From an optimization exercise on the open Yosys and OpenROAD flow, aimed at small area and a short achievable clock period; shortcuts taken in it are not production practice. At most, simulation tests tie the RTL to the original design; equivalence was not proved. Power is estimated from default activity; no workload was simulated.

oak:
## simple_debug
module simple_debug(
   input wire [15:0] data_i,
   output wire [15:0] data_o,
   input wire [24:0] addr_i,
   input wire read_i,
   input wire write_i,
   input wire [1:0] cs_i,
   input wire clk_i,
   input wire reset_i,
   input wire irq_i,
   output wire irq_o,
   output wire [4:0] leds_o
);
For scale: about 1300 cells after synthesis, roughly 570 flip-flops, roughly 70 I/O pins, roughly 21000 um2 of cells after synthesis.
==> flow/config.mk <==
export PLATFORM = sky130hd
export DESIGN_NAME = simple_debug
export DESIGN_NICKNAME = simple_debug
export VERILOG_FILES = /design/flow/design.v
export SDC_FILE = /design/flow/constraint.sdc
export NUM_CORES = 4
export LEC_CHECK = 0
export CAP_MARGIN = 20
export CORE_MARGIN = 2
export CORE_UTILIZATION = 40
export CTS_CLUSTER_DIAMETER = 100
export CTS_CLUSTER_SIZE = 24
export PLACE_DENSITY = 0.72
export SETUP_SLACK_MARGIN = 1.2
export SLEW_MARGIN = 20
export SYNTH_HIERARCHICAL = 1
==> flow/constraint.sdc <==
create_clock -name core_clock -period 3.0 [get_ports {clk_i}]
set_input_delay 0.6000 -clock core_clock [delete_from_list [all_inputs] [get_ports {clk_i}]]
set_output_delay 0.6000 -clock core_clock [all_outputs]
set_load 0.01 [all_outputs]
standard.sh (not shown) runs the stock make flow with config.mk's settings and CLKGATE_MAP_FILE= SYNTH_SCRIPT=/design/flow/synth_recipe.tcl, a recipe that flattens the netlist after the stock synthesis.
==> flow/flow/run.sh <==
#!/bin/bash
# The standard layout, with the port buffers inserted as buf_2 cells
# instead of the default delay-cell buffers. The whole make output goes to
# standard.log; each ORFS step also writes its own log under orfs/logs.
set -euo pipefail
bash standard.sh "BUFFER_PORTS_ARGS=-buffer_cell sky130_fd_sc_hd__buf_2" finish > standard.log 2>&1
### oak -> pine
Settings: changing PLACE_DENSITY from 0.72 to 0.68.
[summary]
In pine, the peak per-stage delay on the critical path came out 0.07 ns above the value in oak.
pine against oak; switching component of the power is up slightly.
Count of clock-buffer cells in the layout grows by a few percent when moving from oak to pine.
Comparing pine with oak, the total power came out essentially unchanged.
Going from oak to pine, routed wire length went up by 820 um; power share of the clock group was more or less identical.
Setup slack: pine more than oak
Function was not checked in any run of this note: the RTL went through the layout flow alone.


## north
Another version of the RTL of simple_debug (not shown whole).
For scale: roughly 70 I/O pins, ~0.021 mm^2 of cells after synthesis.
make LEC_CHECK=0 CAP_MARGIN=20 CORE_MARGIN=2 CORE_UTILIZATION=40 SLEW_MARGIN=20 SYNTH_HIERARCHICAL=1 finish   # period 3.0 ns
run.sh (not shown) runs the stock make flow with config.mk's settings and CLKGATE_MAP_FILE= SYNTH_SCRIPT=/design/flow/synth_recipe.tcl, a recipe that flattens the netlist after the stock synthesis.
Stock flow here: none of the scripts above is used.
north: no failed stages, no open violations at the end
Relative to north, the following input files were edited for south:
Settings: SETUP_SLACK_MARGIN newly set to 1.2.
==> summary.txt <==
south: estimated wirelength of the detail-placed design about 2.3% below north. Per the comparison of south with north, leakage power moved up; overall fraction of global-route tracks in use was more or less identical; number of global-route vias before repair moved down.
> inputs changed (south -> east)
Settings: clearing SETUP_SLACK_MARGIN, which used to be 1.2; putting CTS_BUF_LIST at sky130_fd_sc_hd__clkbuf_4 sky130_fd_sc_hd__clkbuf_8 where nothing was set.
Note that the highest clock rate recorded for east amounts to 0.919 times the value seen in south. Final worst hold slack: east > south. Taking south as the reference point, the total power consumption of the routed design of east falls by 3.3%. When east is set beside south, its total setup buffers inserted after CTS turns out to be 41 smaller.
No run of this note included a check of the RTL's function; only the layout flow was run.


Another version of the RTL of simple_debug (not shown whole).
For scale: about 1200 cells after synthesis, ~570 flip-flops, ~22000 µm² of cells after synthesis.
Settings: LEC_CHECK=0, CAP_MARGIN=20, CORE_MARGIN=2, CORE_UTILIZATION=40, SLEW_MARGIN=20; clock period 3.0 ns.
Edit:
--- a/flow/config.mk
+++ b/flow/config.mk
@@ -10,2 +10,3 @@
 export CORE_UTILIZATION = 40
+export SETUP_SLACK_MARGIN = 1.5
 export SLEW_MARGIN = 20
Sequential cell count does not change.
Worst hold slack got worse by 210 ps.
Wire length goes up by 14%.
Non-clock buffer count went up by 117.
First-iteration DRC count went up by about 10%.


## run 1
The RTL this note starts from:
==> flow/design.v <==
module SdOai22(input wire a1, a2, b1, b2, output wire y);
   assign y = ~((a1 | a2) & (b1 | b2));
endmodule
module SdNand4(input wire a, b, c, d, output wire y);
   assign y = ~(a & b & c & d);
endmodule
module SdNand2(input wire a, b, output wire y);
   assign y = ~(a & b);
endmodule
module SdNor4(input wire a, b, c, d, output wire y);
   assign y = ~(a | b | c | d);
endmodule
module SdNor3(input wire a, b, c, output wire y);
   assign y = ~(a | b | c);
endmodule
module SdNor2(input wire a, b, output wire y);
   assign y = ~(a | b);
endmodule
module SdNand3(input wire a, b, c, output wire y);
   assign y = ~(a & b & c);
endmodule
module SdAnd2(input wire a, b, output wire y);
   assign y = a & b;
endmodule
module SdInv(input wire a, output wire y);
   assign y = ~a;
endmodule
module SimpleRamDecode(
   input wire cs0_i,
   input wire [24:0] addr_i,
   input wire write_i,             
   input wire reset_i,             
   output wire inwin_o,
   output wire [31:0] wsel_o,
   output wire [31:0] rsel_n_o
);
   wire [9:0] z;
   wire an13;
   SdInv a13inv(.a(addr_i[13]), .y(an13));
   SdNor2 z0(.a(cs0_i), .b(addr_i[24]), .y(z[0]));
   SdNor2 z1(.a(addr_i[23]), .b(addr_i[22]), .y(z[1]));
   SdNor2 z2(.a(addr_i[21]), .b(addr_i[20]), .y(z[2]));
   SdNor2 z3(.a(addr_i[19]), .b(addr_i[18]), .y(z[3]));
   SdNor2 z4(.a(addr_i[17]), .b(addr_i[16]), .y(z[4]));
   SdNor2 z5(.a(addr_i[15]), .b(addr_i[14]), .y(z[5]));
   SdNor2 z6(.a(addr_i[12]), .b(addr_i[11]), .y(z[6]));
   SdNor2 z7(.a(addr_i[10]), .b(addr_i[9]), .y(z[7]));
   SdNor2 z8(.a(addr_i[8]), .b(addr_i[7]), .y(z[8]));
   SdNor2 z9(.a(addr_i[6]), .b(an13), .y(z[9]));
   wire hA, hB, hC;                
   SdNand4 hAg(.a(z[0]), .b(z[1]), .c(z[2]), .d(z[3]), .y(hA));
   SdNand4 hBg(.a(z[4]), .b(z[5]), .c(z[6]), .d(z[7]), .y(hB));
   SdNand2 hCg(.a(z[8]), .b(z[9]), .y(hC));
   SdNor3 inw(.a(hA), .b(hB), .c(hC), .y(inwin_o));
   wire reset_n, wr, wrc_n;        
   SdInv rinv(.a(reset_i), .y(reset_n));
   SdNor2 wrg(.a(reset_n), .b(write_i), .y(wr));
   SdNand3 wrcg(.a(wr), .b(z[8]), .c(z[9]), .y(wrc_n));
   wire [5:1] an;
   genvar i;
   generate
      for (i = 1; i <= 5; i = i + 1) begin : ainv
         SdInv inv(.a(addr_i[i]), .y(an[i]));
      end
   endgenerate
   wire [7:0] d3n, pb, rb;
   generate
      for (i = 0; i < 8; i = i + 1) begin : pre3
         SdNand3 n(.a(i & 4 ? addr_i[5] : an[5]), .b(i & 2 ? addr_i[4] : an[4]),
                   .c(i & 1 ? addr_i[3] : an[3]), .y(d3n[i]));
         SdInv r(.a(d3n[i]), .y(rb[i]));
         SdNor3 w(.a(wrc_n), .b(d3n[i]), .c(hA), .y(pb[i]));
      end
   endgenerate
   wire [3:0] pa, ra;
   generate
      for (i = 0; i < 4; i = i + 1) begin : pre2
         SdNor3 w(.a(i & 2 ? an[2] : addr_i[2]), .b(i & 1 ? an[1] : addr_i[1]), .c(hB), .y(pa[i]));
         SdNor2 r(.a(i & 2 ? an[2] : addr_i[2]), .b(i & 1 ? an[1] : addr_i[1]), .y(ra[i]));
      end
   endgenerate
   generate
      for (i = 0; i < 32; i = i + 1) begin : sel
         SdAnd2 w(.a(pa[i & 3]), .b(pb[i >> 2]), .y(wsel_o[i]));
         SdNand2 r(.a(ra[i & 3]), .b(rb[i >> 2]), .y(rsel_n_o[i]));
      end
   endgenerate
endmodule
module SimpleRam(
   input wire clk_i,
   input wire [31:0] wsel_i,       
   input wire rd_i,                
   input wire clr_i,               
   input wire [31:0] rsel_n_i,     
   input wire [15:0] data_i,
   output reg [15:0] data_o
);
   reg [15:0] storage[31:0];
   genvar w;
   generate
      for (w = 0; w < 32; w = w + 1) begin : wr
         always @ (posedge clk_i)
            if (wsel_i[w])
               storage[w] <= data_i;
      end
   endgenerate
   wire [15:0] word;
   genvar b, g;
   generate
      for (b = 0; b < 16; b = b + 1) begin : bits
         wire [31:0] col;
         wire [15:0] p;
         wire [7:0] q;
         wire [1:0] r;
         for (g = 0; g < 32; g = g + 1) begin : words
            assign col[g] = storage[g][b];
         end
         for (g = 0; g < 16; g = g + 1) begin : pairs
            SdOai22 oai(.a1(col[2*g]), .a2(rsel_n_i[2*g]), .b1(col[2*g+1]), .b2(rsel_n_i[2*g+1]),
                        .y(p[g]));
         end
         for (g = 0; g < 7; g = g + 1) begin : quads
            SdNor2 nor2(.a(p[2*g]), .b(p[2*g+1]), .y(q[g]));
         end
         SdNor3 clr(.a(p[14]), .b(p[15]), .c(clr_i), .y(q[7]));
         SdNand4 n0(.a(q[0]), .b(q[1]), .c(q[2]), .d(q[3]), .y(r[0]));
         SdNand4 n1(.a(q[4]), .b(q[5]), .c(q[6]), .d(q[7]), .y(r[1]));
         SdNor2 out(.a(r[0]), .b(r[1]), .y(word[b]));
      end
   endgenerate
   always @ (posedge clk_i)
   begin
      if (rd_i)
         data_o <= word;
   end
endmodule
`timescale 1ns / 1ps
module simple_debug(
   input wire [15:0] data_i,
   output wire [15:0] data_o,
   input wire [24:0] addr_i,
   input wire read_i,
   input wire write_i,
   input wire [1:0] cs_i,
   input wire clk_i,
   input wire reset_i,
   input wire irq_i,
   output wire irq_o,
   output wire [4:0] leds_o
);
   reg stage_1, stage_2, stage_3;
   reg [15:0] counter;
   reg [15:0] data_q;
   reg irq;
   reg led;
   wire chip_select = cs_i[0] & cs_i[1];
   wire [25:0] a = {cs_i[0], addr_i};
   wire ram_accessed;
   wire [31:0] wsel, rsel_n;
   SimpleRamDecode DEC(.cs0_i(cs_i[0]), .addr_i(addr_i), .write_i(write_i), .reset_i(reset_i),
                       .inwin_o(ram_accessed), .wsel_o(wsel), .rsel_n_o(rsel_n));
   wire clear_irq = (a == 26'h0);
   wire access = ~stage_2 & stage_3;
   wire [15:0] ram_d;
   SimpleRam RAM0(.clk_i(clk_i),
                  .wsel_i(wsel),
                  .rd_i(~reset_i | (~read_i & ram_accessed)),
                  .clr_i(~reset_i),
                  .rsel_n_i(rsel_n),
                  .data_i(data_i),
                  .data_o(ram_d));
   assign data_o = data_q;
   assign irq_o = irq;
   assign leds_o = {led, irq_i, counter[15], counter[0], 1'b1};
   always @ (posedge clk_i)
   begin
      if (!reset_i)
      begin
         counter <= 0;
         stage_3 <= 0;
         stage_2 <= 0;
         stage_1 <= 0;
         data_q <= 0;
         irq <= 0;
      end
      else
      begin
         if (&counter)
            irq <= 1;
         counter <= counter + 1;
         stage_3 <= stage_2;
         stage_2 <= stage_1;
         stage_1 <= chip_select;
         if (access)
         begin
            if (!read_i)
               data_q <= ram_accessed ? ram_d : (addr_i[15:0] | {15'b0, cs_i[0]});
            if (!write_i && !ram_accessed)
            begin
               if (clear_irq)
                  irq <= data_i[0];
               else
                  led <= data_i[0];
            end
         end
      end
   end
endmodule
export LEC_CHECK = 0
export CAP_MARGIN = 20
export CORE_MARGIN = 2
export CORE_UTILIZATION = 40
export CTS_CLUSTER_DIAMETER = 100
export CTS_CLUSTER_SIZE = 24
export PLACE_DENSITY = 0.72
export SETUP_SLACK_MARGIN = 1.2
export SLEW_MARGIN = 20
export SYNTH_HIERARCHICAL = 1
create_clock -name core_clock -period 3.0 [get_ports {clk_i}]
standard.sh (not shown) runs the stock make flow with config.mk's settings and CLKGATE_MAP_FILE= SYNTH_SCRIPT=/design/flow/synth_recipe.tcl, a recipe that flattens the netlist after the stock synthesis.
Scripts as last shown in full above: flow/flow/run.sh
For run 2, these inputs were changed with respect to run 1:
- PLACE_DENSITY now 0.68, was 0.72
## What came out
Run 2 completed; timing, DRC and antenna clean
Run 2 ended up with a higher met2 demand-to-capacity share in global routing than run 1 did.
Cmp run 2 and run 1 / sequential share of layout area / lower: run 2
The switching power number comes out lower for run 1 vs run 2.
In the tables for run 2 and run 1, pre-CTS setup slack reads higher with run 2.
Run 2 vs run 1 — final standard cell count with taps included and fillers excluded climbed slightly
Run 2 vs run 1 on setup slack: run 2 is the lower one.
Inputs modified between run 2 and run 3:
- PLACE_DENSITY: 0.68 -> 0.72
- GPL_ROUTABILITY_DRIVEN: unset -> 0
==> summary.txt <==
The routed wire length number comes out higher for run 2 vs run 3. The global-route wire length before repair of run 2 and that of run 3 are within noise of each other. On power after layout, run 2 loses to run 3.
No run of this note included a check of the RTL's function; only the layout flow was run.

-- afterwards: timing with drivers on the ports --
The results above use ideal ports. As a check the final layouts listed here were re-extracted and re-timed, cells and wires unchanged.
Step 1 assumes that a clkbuf_16 drives the clock port and a buf_2 every other input.
Step 2 times the ports against the registers' clock, not the clock port: input delays grow and output delays shrink by t, the midpoint of the rising clock arrivals with the driver on.
Three values: ideal, step 1, step 2; two values: the first two.
| run | t (ns) | setup slack, ns | hold WS [ns] | worst setup path at the end |
|---|---|---|---|---|
| oak | 0.619 | 1.127 / 1.151 / 0.532 | 0.301 / 0.275 / 0.446 | input to register |
| pine | 0.625 | 1.185 / 1.209 / 0.584 | 0.256 / 0.233 / 0.462 | input to register |
| north | 0.669 | 0.087 / 0.087 / 0.087 | 0.427 / 0.390 / 0.435 | register to register |
| south | 0.671 | 0.296 / 0.296 / 0.296 | 0.294 / 0.253 / 0.451 | register to register |
| east | 0.714 | 0.057 / 0.057 / 0.057 | 0.378 / 0.344 / 0.435 | register to register |
| the first run of note 3 | 0.655 | 0.265 / 0.293 / -0.362 | 0.469 / 0.469 / 0.469 | input to register |
| the second run of note 3 | 0.659 | 0.864 / 0.887 / 0.228 | 0.256 / 0.240 / 0.453 | input to register |
| run 1 | 0.639 | 1.181 / 1.215 / 0.577 | 0.270 / 0.237 / 0.456 | input to register |
| run 2 | 0.634 | 1.122 / 1.142 / 0.508 | 0.269 / 0.236 / 0.445 | input to register |
| run 3 | 0.639 | 1.181 / 1.215 / 0.577 | 0.270 / 0.237 / 0.456 | input to register |
With both steps, setup timing fails in the first run of note 3, where it was met with ideal ports. For the second run of note 3, which loses most, drivers alone change the setup slack by +0.023 ns; drivers and shift together by -0.636 ns.
